Source: an optimization exercise on an open RTL-to-GDS flow (aim: small area, a short achievable clock period and few clock cycles). Production flows keep margins and buffers that such runs may drop. At most, simulation tests tie the RTL to the original design; equivalence was not proved. Power figures rest on the tool's default switching activity, not on a simulated workload.

Design MIPS_Multi_Cycle, start of the top module:
module MIPS_Multi_Cycle
(
    input clk,
    input reset,
    input   [7:0] GPIO_i,
    output  [31:0] GPIO_o_hex,
    output  [9:0] rom_addr,
    input   [31:0] rom_data
);
reg  [9:0]  pc_f;         
reg  [9:0]  ra_q;         
reg         halted;
reg  [31:0] d_ir;
reg  [9:0]  d_pc;
reg  [9:0]  d_pt;         
reg         d_v;
reg  [9:0]  ras0, ras1;
reg  [31:0] e_a, e_b, e_sd;
reg  [9:0]  e_bt;
reg  [4:0]  e_rd;
reg         e_we, e_beq, e_lw, e_sw, e_mul, e_slt;
reg         e_sdl;
reg  [31:0] m_res, m_sd;
reg  [4:0]  m_rd;
reg         m_we, m_lw, m_sw, m_mul, m_rom, m_sdr;
reg         m_isport, m_isgpio, m_isram;
reg  [63:0] m_wsel;       
reg  [31:0] w_res;
reg  [4:0]  w_rd;
reg         w_we;
reg  [31:0] port_q;
reg  [7:0]  gpio_q;
assign rom_addr   = ra_q;
assign GPIO_o_hex = port_q;
wire [4:0] d_rs = d_ir[25:21];
wire [4:0] d_rt = d_ir[20:16];
wire is_jr, is_halt, is_jmp, is_jal, is_beq, is_slti, is_mul, is_lw, is_sw;
wire imm_b, const_b, use_rs, use_rt, wen;
wire [4:0] wdest;
UC_FSM DEC (
    .ir(d_ir), .is_jr(is_jr), .is_halt(is_halt), .is_jmp(is_jmp), .is_jal(is_jal),
    .is_beq(is_beq), .is_slti(is_slti), .is_mul(is_mul), .is_lw(is_lw), .is_sw(is_sw),
    .imm_b(imm_b), .const_b(const_b), .use_rs(use_rs), .use_rt(use_rt),
    .wen(wen), .wdest(wdest)
);
wire [31:0] rs_v, rt_v;
Register_File RF (
    .clk(clk), .reset(reset),
    .we(w_we), .wa(w_rd), .wd(w_res),
    .ra1(d_rs), .ra2(d_rt),
    .rd1(rs_v), .rd2(rt_v)
);
wire ex_wr_rs  = e_we & (e_rd == d_rs);
wire ex_wr_rt  = e_we & (e_rd == d_rt);
wire mem_wr_rs = m_we & (m_rd == d_rs);
wire mem_wr_rt = m_we & (m_rd == d_rt);
wire e_late    = e_lw | e_mul;
wire m_late    = m_rom | m_mul;    
wire stall_lu = (e_late & ((use_rs & ex_wr_rs) | (use_rt & ex_wr_rt))) |
                (m_late & (((use_rs | is_jr) & mem_wr_rs) | ((use_rt | is_sw) & mem_wr_rt))) |
                (is_jr & ex_wr_rs);
wire        ex_taken;
wire        ex_rom;
wire [9:0]  ex_ra;
wire [31:0] x_res;
wire [31:0] mem_res;
wire d_stall = d_v & stall_lu;
wire d_go    = d_v & ~d_stall & ~ex_taken;
wire [31:0] jr_v = mem_wr_rs ? mem_res : rs_v;
wire d_jump  = d_go & is_jr & (jr_v[11:2] != d_pt);
wire d_halt  = d_go & is_halt;
  ...
clock: 15.0 ns
lec_check: 0
abc_clock_period_in_ps: 3000
cap_margin: 30
core_margin: 2
core_utilization: 60
cts_buf_list: sky130_fd_sc_hd__clkbuf_8
cts_cluster_diameter: 50
cts_cluster_size: 12
slew_margin: 30
run.sh (not shown) runs the stock make flow with config.mk's settings and CLKGATE_MAP_FILE= SYNTH_SCRIPT=/design/flow/synth_recipe.tcl, a recipe that flattens the netlist after the stock synthesis.
Testbench counts at the start, summed over its fixed seeds: cycles 501,966.
Then changed:
==> flow/flow/run.sh (new file) <==
#!/bin/bash
set -euo pipefail
bash standard.sh SETUP_SLACK_MARGIN=10.5 finish > standard.log 2>&1
==> flow/standard.sh (new file) <==
#!/bin/bash
# synth_recipe.tcl (not shown) runs the flow's synth.tcl, then flattens the netlist and writes it again
# the make line also repeats each setting of config.mk as NAME=value (left out here)
make -C /OpenROAD-flow-scripts/flow DESIGN_CONFIG=/design/flow/config.mk WORK_HOME=/design/flow/orfs CLKGATE_MAP_FILE= SYNTH_SCRIPT=/design/flow/synth_recipe.tcl "${@:-finish}"
removed: flow/run.sh
Outcome:
- worst setup slack gains 2.2 ns
- non-clock buffer count went up by 162
- combinational power went up by about 5%
- die area does not change
- clock power went up by about 4%
- global-route usage went up by 0.90 points
- via count went up by about 1.6%
- routed wire length went up by 2.6%
- register-to-register slack gains 2.3 ns

---

Another version of the RTL of MIPS_Multi_Cycle (not shown whole).
Size in the first run: ~11000 cells after synthesis, roughly 3700 flip-flops, ~84 I/O pins.
clock: 15.0 ns
lec_check: 0
abc_clock_period_in_ps: 3000
cap_margin: 30
core_margin: 2
core_utilization: 60
cts_buf_list: sky130_fd_sc_hd__clkbuf_8
cts_cluster_diameter: 50
cts_cluster_size: 12
slew_margin: 30
standard.sh (not shown) runs the stock make flow with config.mk's settings and CLKGATE_MAP_FILE= SYNTH_SCRIPT=/design/flow/synth_recipe.tcl, a recipe that flattens the netlist after the stock synthesis.
==> flow/flow/run.sh <==
#!/bin/bash
set -euo pipefail
bash standard.sh SETUP_SLACK_MARGIN=10.5 finish > standard.log 2>&1
The first run ran to the end with no violations.
Edit:
==> flow/flow/run.sh (replaced) <==
#!/bin/bash
set -euo pipefail
bash standard.sh SETUP_SLACK_MARGIN=11.0 finish > standard.log 2>&1
Result: Utilization went up by 0.82 points. Cell area goes up slightly. Combinational power increases by a few percent. Synthesized area does not change. Register-to-register slack loses 50 ps.
Function was not checked in any run of this note: the RTL went through the layout flow alone.

---

MIPS_Multi_Cycle, a different RTL version from the one above (not shown whole).
For scale: roughly 11000 cells after synthesis, ~3700 flip-flops, ~84 I/O pins, about 150000 µm² of cells after synthesis.
==> flow/config.mk <==
export PLATFORM = sky130hd
export DESIGN_NAME = MIPS_Multi_Cycle
export DESIGN_NICKNAME = MIPS_Multi_Cycle
export VERILOG_FILES = /design/flow/design.v
export SDC_FILE = /design/flow/constraint.sdc
export NUM_CORES = 8
export LEC_CHECK = 0
export ABC_CLOCK_PERIOD_IN_PS = 3000
export CAP_MARGIN = 30
export CORE_MARGIN = 2
export CORE_UTILIZATION = 66
export CTS_CLUSTER_DIAMETER = 90
export CTS_CLUSTER_SIZE = 27
export SLEW_MARGIN = 30
==> flow/constraint.sdc <==
create_clock -name core_clock -period 15.0 [get_ports {clk}]
set_input_delay 3.0000 -clock core_clock [delete_from_list [all_inputs] [get_ports {clk}]]
set_output_delay 3.0000 -clock core_clock [all_outputs]
set_load 0.01 [all_outputs]
==> flow/flow/run.sh <==
#!/bin/bash
set -euo pipefail
bash standard.sh SETUP_SLACK_MARGIN=10.5 finish > standard.log 2>&1
The first run went through all stages and came out clean.
Testbench counts at the start, summed over its fixed seeds: cycles 508,117.
Edit:
--- a/flow/config.mk
+++ b/flow/config.mk
@@ -11 +11 @@
-export CORE_UTILIZATION = 66
+export CORE_UTILIZATION = 60
=> The new run produced a clean layout; design area goes up by 0.44%; register-to-register slack hardly moves; maximum frequency grows by 0.41%; global-route usage decreases by 4.2 points; sequential power is about the same; combinational power goes up by about 1%; power came out higher by 0.72%; hold slack degrades by 0.0033 ns.
Edit:
--- a/flow/config.mk
+++ b/flow/config.mk
@@ -12,2 +11,0 @@
-export CTS_CLUSTER_DIAMETER = 90
-export CTS_CLUSTER_SIZE = 27
First-iteration DRC count went up by 3.7%.
Via count went up by about 1.4%.
Non-clock buffer count went up by 5.
Cell area went up by 4.2%.
Routed wire length went up by about 0.7%.
Total power went up by about 16%.
Setup slack got worse by 0.086 ns.
Area after synthesis does not change.
Register-to-register slack got worse by 0.02 ns.
Edit:
--- a/flow/config.mk
+++ b/flow/config.mk
@@ -11,0 +12,3 @@
+export CTS_BUF_LIST = sky130_fd_sc_hd__clkbuf_8
+export CTS_CLUSTER_DIAMETER = 50
+export CTS_CLUSTER_SIZE = 12
=>
- total power shrinks by 9.9%
- wire length stays flat
- hold slack is better by 0.019 ns
- synthesized cell count does not change
- final area goes down by 2.7%
- setup slack is worse by 0.19 ns
- global-route usage fell by 0.10 points
- via count fell by 0.43%
- first-iteration DRC count goes down by 2.6%

---

Another version of the RTL of MIPS_Multi_Cycle (not shown whole).
For scale: about 3700 flip-flops, roughly 160000 µm² of cells after synthesis.
## MIPS_Multi_Cycle
module MIPS_Multi_Cycle
(
    input clk,
    input reset,
    input   [7:0] GPIO_i,
    output  [31:0] GPIO_o_hex,
    output  [9:0] rom_addr,
    input   [31:0] rom_data
);
clock: 15.0 ns
lec_check: 0
abc_clock_period_in_ps: 3000
cap_margin: 30
core_margin: 2
core_utilization: 60
cts_cluster_diameter: 90
cts_cluster_size: 27
slew_margin: 30
==> flow/flow/run.sh <==
#!/bin/bash
set -euo pipefail
bash standard.sh SETUP_SLACK_MARGIN=10.7 finish > standard.log 2>&1
The baseline produced a clean layout.
Testbench counts at the start, summed over its fixed seeds: cycles 499,189.
Next try:
==> flow/flow/run.sh (replaced) <==
#!/bin/bash
set -euo pipefail
bash standard.sh SETUP_SLACK_MARGIN=10.5 finish > standard.log 2>&1
What happened:
- The changed run finished clean
- worst hold slack got worse by 0.057 ns
- final area fell by 0.48%
- via count is about the same
- die area does not change
- sequential share of layout area is higher by 0.31 points
- critical path depth is unchanged

## separate check: timing with driven ports
The flow's constraints put no driver on any port. The routed layouts listed below were extracted and timed again, unchanged, in two steps.
Step 1 assumes that a clkbuf_16 drives the clock port and a buf_2 every other input.
Step 2 adds t to the input delays and takes it off the output delays; t is the mean of the earliest and latest rising clock arrival at the registers after step 1. Input paths then give back, and output paths get back, about the clock's delay inside the block.
a / b / c = no drivers / after step 1 / after step 2; a / b = the first two.
run	t, ns	slack for setup (ns)	hold WS [ns]
the first run of note 1	1.185	7.969 / 7.969 / 7.969	0.362 / 0.362 / 0.362
the second run of note 1	1.261	10.215 / 10.107 / 9.386	0.360 / 0.360 / 0.360
the first run of note 2	1.234	10.035 / 9.948 / 9.432	0.279 / 0.279 / 0.279
the second run of note 2	1.264	10.038 / 9.930 / 9.668	0.303 / 0.303 / 0.303
the first run of note 3	1.008	10.410 / 10.300 / 9.677	0.336 / 0.336 / 0.336
the second run of note 3	0.992	10.428 / 10.319 / 9.663	0.333 / 0.333 / 0.333
the third run of note 3	1.063	10.343 / 10.238 / 9.506	0.284 / 0.284 / 0.284
the fourth run of note 3	1.249	10.153 / 10.048 / 9.441	0.303 / 0.303 / 0.303
the first run of note 4	1.028	10.346 / 10.245 / 9.622	0.337 / 0.337 / 0.337
the second run of note 4	1.007	10.340 / 10.237 / 9.465	0.280 / 0.280 / 0.280
After both steps every run listed still meets setup and hold. The setup slack of the second run of note 4, which loses most, moves by -0.103 ns with the drivers and by -0.875 ns with both steps.
